From an optimization exercise on the open Yosys and OpenROAD flow, aimed at small area; shortcuts taken in it are not production practice.
Only simulation tests tie the RTL to the original design; equivalence was not proved.
No activity file was given, so power comes from the tool's default toggle rates.

==> flow/design.v <==
module axi_s_to_fifos #(
    parameter integer FIFO_DEPTH = 32,
    parameter integer C_DATA_WIDTH = 32
)(
    input  logic                     clk,
    input  logic                     nrst,
    input  logic [31:0]  awaddr,
    input  logic [3:0]               awprot,
    input  logic                     awvalid,
    output logic                     awready,
    input  logic [C_DATA_WIDTH-1:0]  wdata,
    input  logic [C_DATA_WIDTH/8-1:0] wstrb,
    input  logic                     wvalid,
    output logic                     wready,
    output logic [1:0]               bresp,
    output logic                     bvalid,
    input  logic                     bready,
    input  logic [31:0]  araddr,
    input  logic [3:0]               arprot,
    input  logic                     arvalid,
    output logic                     arready,
    output logic [C_DATA_WIDTH-1:0]  rdata,
    output logic [1:0]               rresp,
    output logic                     rvalid,
    input  logic                     rready,
    input logic [C_DATA_WIDTH-1:0]  fifo_wdata,
    output logic                    fifo_full,
    output logic                    fifo_almost_full,
    input logic                     fifo_wena,
    output logic [C_DATA_WIDTH-1:0] fifo_rdata,
    output logic                    fifo_empty,
    output logic                    fifo_almost_empty,
    input logic                     fifo_rena
);
    localparam int IW = $clog2(FIFO_DEPTH);
    localparam int DW = C_DATA_WIDTH;
    logic [FIFO_DEPTH-1:0][DW-1:0] mem_r;
    logic [FIFO_DEPTH-1:0][DW-1:0] mem_w;
    logic [DW-1:0] wdata_reg;
    localparam logic [FIFO_DEPTH-1:0] WPOS = 32'h1111_1111;
    logic [IW:0]   cnt_r;
    logic [IW:0]   cnt_w;
    logic full_r, afull_r, empty_r, aempty_r;
    logic full_w, afull_w, empty_w, aempty_w;
    assign full_r   = cnt_r == FIFO_DEPTH;
    assign afull_r  = cnt_r == FIFO_DEPTH - 1;
    assign empty_r  = cnt_r == 0;
    assign aempty_r = cnt_r == 1;
    assign full_w   = cnt_w == FIFO_DEPTH;
    assign afull_w  = cnt_w == FIFO_DEPTH - 1;
    assign empty_w  = cnt_w == 0;
    assign aempty_w = cnt_w == 1;
    assign fifo_full         = full_r;
    assign fifo_almost_full  = afull_r;
    assign fifo_empty        = empty_w;
    assign fifo_almost_empty = aempty_w;
    assign bresp = 2'b00;
    assign rresp = 2'b00;
    logic rd_wait;           
    logic sel_st, sel_rd;    
    logic rd_pop;            
    logic [3:0] st;          
    wire ar_hs = arvalid && arready;
    wire r_hs  = rvalid && rready;
    wire pop_r = rd_pop && r_hs;
    wire push_r = fifo_wena && !full_r;
    always_ff @(posedge clk or negedge nrst) begin
        if (!nrst) begin
            arready <= 1'b0;
            rvalid  <= 1'b0;
            rd_wait <= 1'b0;
            rd_pop  <= 1'b0;
        end else begin
            if (rd_wait) begin
                rd_wait <= 1'b0;
                rvalid  <= 1'b1;
                rd_pop  <= sel_rd && !empty_r;
            end else if (rvalid) begin
                if (rready) rvalid <= 1'b0;
            end else if (ar_hs) begin
                arready <= 1'b0;
                rd_wait <= 1'b1;
            end else begin
                arready <= 1'b1;
            end
        end
    end
    always_ff @(posedge clk) begin
        if (ar_hs) begin
            sel_st <= araddr[31:2] == 30'd0;
            sel_rd <= araddr[31:2] == 30'd2;
        end
        if (rd_wait)
            st <= sel_st ? {full_w, afull_w, empty_r, aempty_r} : 4'b0;
    end
    logic in_resp;           
    logic pend;              
    wire aw_hs = awvalid && awready;
    wire w_hs  = wvalid && wready;
    wire aw_is_wr = awaddr[31:2] == 30'd1;
    wire push_w = in_resp && pend && !full_w;
    wire pop_w  = fifo_rena && !empty_w;
    always_ff @(posedge clk or negedge nrst) begin
        if (!nrst) begin
            awready <= 1'b0;
            wready  <= 1'b0;
            bvalid  <= 1'b0;
            in_resp <= 1'b0;
            pend    <= 1'b0;
        end else begin
            if (in_resp) begin
                if (push_w) pend <= 1'b0;
                bvalid <= 1'b1;
                if (bready && bvalid) begin
                    bvalid  <= 1'b0;
                    in_resp <= 1'b0;
                    pend    <= 1'b0;
                end
            end else if (!awready && !wready) begin
                awready <= 1'b1;
                wready  <= 1'b1;
            end else begin
                if (aw_hs) begin
                    awready <= 1'b0;
                    pend    <= aw_is_wr;
                end
                if (w_hs)
                    wready <= 1'b0;
                if ((aw_hs || !awready) && (w_hs || !wready))
                    in_resp <= 1'b1;
            end
        end
    end
    always_ff @(posedge clk) begin
        if (w_hs) wdata_reg <= wdata;
    end
    logic [IW-1:0] ph_w;      
    logic          unpl_w;    
    logic [IW:0]   placed_w;  
    logic [IW-1:0] pf_w;      
    logic          want_w;    
    logic          early_w;   
    logic          pre_w;     
    logic          byp_w;     
    logic [FIFO_DEPTH-1:0] wr_w;  
    assign placed_w = cnt_w - unpl_w;
    assign pf_w     = ph_w + placed_w[IW-1:0];
    assign early_w  = in_resp & pend & full_w & pop_w & ~(bready & bvalid);
    assign want_w   = unpl_w | push_w | early_w;
    assign byp_w    = unpl_w & (cnt_w == 1);
    always_comb begin
        for (int p = 0; p < FIFO_DEPTH; p++)
            wr_w[p] = WPOS[p] && want_w && (pf_w == IW'(p - 1));
    end
    always_ff @(posedge clk or negedge nrst) begin
        if (!nrst) begin
            cnt_r  <= '0;
            cnt_w  <= '0;
            ph_w   <= '0;
            unpl_w <= 1'b0;
            pre_w  <= 1'b0;
        end else begin
            cnt_r  <= cnt_r + {{IW{pop_r & ~push_r}}, pop_r ^ push_r};
            cnt_w  <= cnt_w + {{IW{pop_w & ~push_w}}, pop_w ^ push_w};
            ph_w   <= ph_w + 1'b1 + pop_w;
            unpl_w <= (unpl_w | push_w) & ~|wr_w & ~(pop_w & byp_w) & ~pre_w;
            pre_w  <= early_w & |wr_w;
        end
    end
    logic [DW-1:0] rd_r, rd_w;
    logic [FIFO_DEPTH-1:0] sel_r, sel_w;
    logic [7:0] sel_r_lo, sel_w_lo;
    logic [4:0] sel_r_hi, sel_w_hi;
    always_comb begin
        for (int j = 0; j < 8; j++) begin
            sel_r_lo[j] = rd_pop && (cnt_r[2:0] == j[2:0]);
            sel_w_lo[j] = !byp_w && (ph_w[2:0] == j[2:0]);
        end
        for (int i = 0; i < 5; i++) begin
            sel_r_hi[i] = (cnt_r[IW:3] == i[2:0]);
            sel_w_hi[i] = ({1'b0, ph_w[IW-1:3]} == i[2:0]);
        end
    end
    genvar gd;
    generate
        for (gd = 0; gd < FIFO_DEPTH; gd++) begin : g_dec
            axi_s_to_fifos_and2 u_sel_r (.a(sel_r_lo[(gd + 1) % 8]), .b(sel_r_hi[(gd + 1) / 8]), .y(sel_r[gd]));
            axi_s_to_fifos_and2 u_sel_w (.a(sel_w_lo[gd % 8]), .b(sel_w_hi[gd / 8]), .y(sel_w[gd]));
        end
    endgenerate
    axi_s_to_fifos_ohmux #(.N(FIFO_DEPTH), .W(DW)) u_mux_r (.sel(sel_r), .d(mem_r), .y(rd_r));
    axi_s_to_fifos_ohmux33 #(.W(DW)) u_mux_w (.sel(sel_w), .d(mem_w), .sel_x(byp_w), .x(wdata_reg), .y(rd_w));
    logic [FIFO_DEPTH-1:0][DW-1:0] mem_w_nx;
    genvar gp;
    generate
        for (gp = 0; gp < FIFO_DEPTH; gp++) begin : g_ring
            if (WPOS[gp]) begin : g_wpt
                wire keep = ~wr_w[gp];
                for (genvar b = 0; b < DW; b++) begin : g_b
                    axi_s_to_fifos_ao22 u_sel (
                        .a1(wr_w[gp]), .a2(wdata_reg[b]),
                        .b1(keep),     .b2(mem_w[(gp + FIFO_DEPTH - 1) % FIFO_DEPTH][b]),
                        .y(mem_w_nx[gp][b]));
                end
            end else begin : g_pass
                assign mem_w_nx[gp] = mem_w[(gp + FIFO_DEPTH - 1) % FIFO_DEPTH];
            end
        end
    endgenerate
    always_ff @(posedge clk) begin
        if (push_r) mem_r <= {mem_r[FIFO_DEPTH-2:0], fifo_wdata};
        mem_w <= mem_w_nx;
    end
    assign rdata      = rd_r | {{(DW-4){1'b0}}, st};
    assign fifo_rdata = rd_w;
endmodule
module axi_s_to_fifos_ohmux #(
    parameter integer N = 32,
    parameter integer W = 32
)(
    input  logic [N-1:0]   sel,
    input  logic [N*W-1:0] d,
    output logic [W-1:0]   y
);
    genvar b, k;
    generate
        for (b = 0; b < W; b++) begin : g_bit
            logic [N-1:0] col;
            for (k = 0; k < N; k++) begin : g_col
                assign col[k] = d[k*W + b];
            end
            axi_s_to_fifos_ohmux32 u_bit (.sel(sel), .d(col), .y(y[b]));
        end
    endgenerate
endmodule
module axi_s_to_fifos_ohmux32 (
    input  logic [31:0] sel,
    input  logic [31:0] d,
    output logic        y
);
    logic [9:0] g;
    genvar k;
    generate
        for (k = 0; k < 10; k++) begin : g_aoi
            axi_s_to_fifos_aoi222 u_aoi (
                .a0(sel[3*k]),   .b0(d[3*k]),
                .a1(sel[3*k+1]), .b1(d[3*k+1]),
                .a2(sel[3*k+2]), .b2(d[3*k+2]),
                .y(g[k]));
        end
    endgenerate
    logic [1:0] h;
    axi_s_to_fifos_nand2 u_n30 (.a(sel[30]), .b(d[30]), .y(h[0]));
    axi_s_to_fifos_nand2 u_n31 (.a(sel[31]), .b(d[31]), .y(h[1]));
    assign y = ~&{g[9:0], h};
endmodule
module axi_s_to_fifos_ohmux33 #(
    parameter integer W = 32
)(
    input  logic [31:0]   sel,
    input  logic [32*W-1:0] d,
    input  logic          sel_x,
    input  logic [W-1:0]  x,
    output logic [W-1:0]  y
);
    genvar b, k;
    generate
        for (b = 0; b < W; b++) begin : g_bit
            logic [31:0] col;
            for (k = 0; k < 32; k++) begin : g_col
                assign col[k] = d[k*W + b];
            end
            axi_s_to_fifos_ohmux33b u_bit (.sel(sel), .d(col), .sel_x(sel_x), .x(x[b]), .y(y[b]));
        end
    endgenerate
endmodule
module axi_s_to_fifos_ohmux33b (
    input  logic [31:0] sel,
    input  logic [31:0] d,
    input  logic        sel_x,
    input  logic        x,
    output logic        y
);
    logic [10:0] g;
    genvar k;
    generate
        for (k = 0; k < 10; k++) begin : g_aoi
            axi_s_to_fifos_aoi222 u_aoi (
                .a0(sel[3*k]),   .b0(d[3*k]),
                .a1(sel[3*k+1]), .b1(d[3*k+1]),
                .a2(sel[3*k+2]), .b2(d[3*k+2]),
                .y(g[k]));
        end
    endgenerate
    axi_s_to_fifos_aoi222 u_aoi_last (
        .a0(sel[30]), .b0(d[30]),
        .a1(sel[31]), .b1(d[31]),
        .a2(sel_x),   .b2(x),
        .y(g[10]));
    assign y = ~&g;
endmodule
module axi_s_to_fifos_aoi222 (
    input  logic a0, b0, a1, b1, a2, b2,
    output logic y
);
    assign y = ~((a0 & b0) | (a1 & b1) | (a2 & b2));
endmodule
module axi_s_to_fifos_ao22 (
    input  logic a1, a2, b1, b2,
    output logic y
);
    assign y = (a1 & a2) | (b1 & b2);
endmodule
module axi_s_to_fifos_nand2 (
    input  logic a, b,
    output logic y
);
    assign y = ~(a & b);
endmodule
module axi_s_to_fifos_and2 (
    input  logic a, b,
    output logic y
);
    assign y = a & b;
endmodule
Settings: LEC_CHECK=0, CAP_MARGIN=20, CORE_MARGIN=2, CORE_UTILIZATION=80, SLEW_MARGIN=20, SYNTH_HIERARCHICAL=1, SYNTH_MINIMUM_KEEP_SIZE=0; clock period 8.0 ns.
standard.sh (not shown) runs the stock make flow with config.mk's settings and CLKGATE_MAP_FILE= SYNTH_SCRIPT=/design/flow/synth_recipe.tcl, a recipe that flattens the netlist after the stock synthesis.
==> flow/flow/run.sh <==
#!/bin/bash
# Standard ORFS layout (the standard.sh, synthesis unchanged) with:
#  - single-stage buf_1 port buffers instead of the default delay buffers
#  - clkbuf_8 leaf clusters of at most 18 sinks, and no dummy loads in CTS
set -euo pipefail
export BUFFER_PORTS_ARGS="-buffer_cell sky130_fd_sc_hd__buf_1"
export CTS_ARGS="-sink_clustering_enable -repair_clock_nets -dont_use_dummy_load -buf_list sky130_fd_sc_hd__clkbuf_8 -sink_clustering_size 18 -sink_clustering_max_diameter 40"
bash standard.sh > standard_run.log 2>&1
Edit:
--- a/flow/design.v
+++ b/flow/design.v
@@ -188,30 +188,14 @@
             axi_s_to_fifos_and2 u_sel_w (.a(sel_w_lo[gd % 8]), .b(sel_w_hi[gd / 8]), .y(sel_w[gd]));
         end
     endgenerate
     axi_s_to_fifos_ohmux #(.N(FIFO_DEPTH), .W(DW)) u_mux_r (.sel(sel_r), .d(mem_r), .y(rd_r));
     axi_s_to_fifos_ohmux33 #(.W(DW)) u_mux_w (.sel(sel_w), .d(mem_w), .sel_x(byp_w), .x(wdata_reg), .y(rd_w));
-    logic [FIFO_DEPTH-1:0][DW-1:0] mem_w_nx;
-    genvar gp;
-    generate
-        for (gp = 0; gp < FIFO_DEPTH; gp++) begin : g_ring
-            if (WPOS[gp]) begin : g_wpt
-                wire keep = ~wr_w[gp];
-                for (genvar b = 0; b < DW; b++) begin : g_b
-                    axi_s_to_fifos_ao22 u_sel (
-                        .a1(wr_w[gp]), .a2(wdata_reg[b]),
-                        .b1(keep),     .b2(mem_w[(gp + FIFO_DEPTH - 1) % FIFO_DEPTH][b]),
-                        .y(mem_w_nx[gp][b]));
-                end
-            end else begin : g_pass
-                assign mem_w_nx[gp] = mem_w[(gp + FIFO_DEPTH - 1) % FIFO_DEPTH];
-            end
-        end
-    endgenerate
     always_ff @(posedge clk) begin
         if (push_r) mem_r <= {mem_r[FIFO_DEPTH-2:0], fifo_wdata};
-        mem_w <= mem_w_nx;
+        for (int p = 0; p < FIFO_DEPTH; p++)
+            mem_w[p] <= wr_w[p] ? wdata_reg : mem_w[(p + FIFO_DEPTH - 1) % FIFO_DEPTH];
     end
     assign rdata      = rd_r | {{(DW-4){1'b0}}, st};
     assign fifo_rdata = rd_w;
 endmodule
 module axi_s_to_fifos_ohmux #(
@@ -303,16 +287,10 @@
     input  logic a0, b0, a1, b1, a2, b2,
     output logic y
 );
     assign y = ~((a0 & b0) | (a1 & b1) | (a2 & b2));
 endmodule
-module axi_s_to_fifos_ao22 (
-    input  logic a1, a2, b1, b2,
-    output logic y
-);
-    assign y = (a1 & a2) | (b1 & b2);
-endmodule
 module axi_s_to_fifos_nand2 (
     input  logic a, b,
     output logic y
 );
     assign y = ~(a & b);
Outcome: The new run produced a clean layout; count of clock-buffer cells in the layout rose by 4; die area grows by 1.5%; routed wire length came out lower by 5.7%; global-route usage fell by 3.0 points; power fell by 11%; utilization fell by 0.59 points; hold slack improved by 0.0050 ns; setup slack improves by 0.15 ns; cell area went up by about 1.1%; fmax went up by about 2.2%; sequential cell count does not change.

re-timing with driven ports:
In the flow no input, the clock included, has a driving cell. The finished layouts below were timed again as built, in two steps.
Step 1 (the two cells are an assumption about what drives the block):
set clk [get_ports {clk}]
set_driving_cell -lib_cell sky130_fd_sc_hd__clkbuf_16 $clk
set_driving_cell -lib_cell sky130_fd_sc_hd__buf_2 [delete_from_list [all_inputs] $clk]
Step 2 moves the port delays by t, midway between the first and last clock arrival at a register: inputs arrive t later, outputs are due t later. That takes back most of the time a late clock gives input paths.
a / b / c = ideal ports / drivers / drivers and shift; a / b = the first two.
run | t (ns) | slack for setup (ns) | worst setup path at the end
the first run | 0.899 | 1.171 / 1.100 / 2.000 | register to output
the second run | 0.909 | 1.320 / 1.251 / 2.161 | register to output
After both steps setup and hold are still met in every run listed.
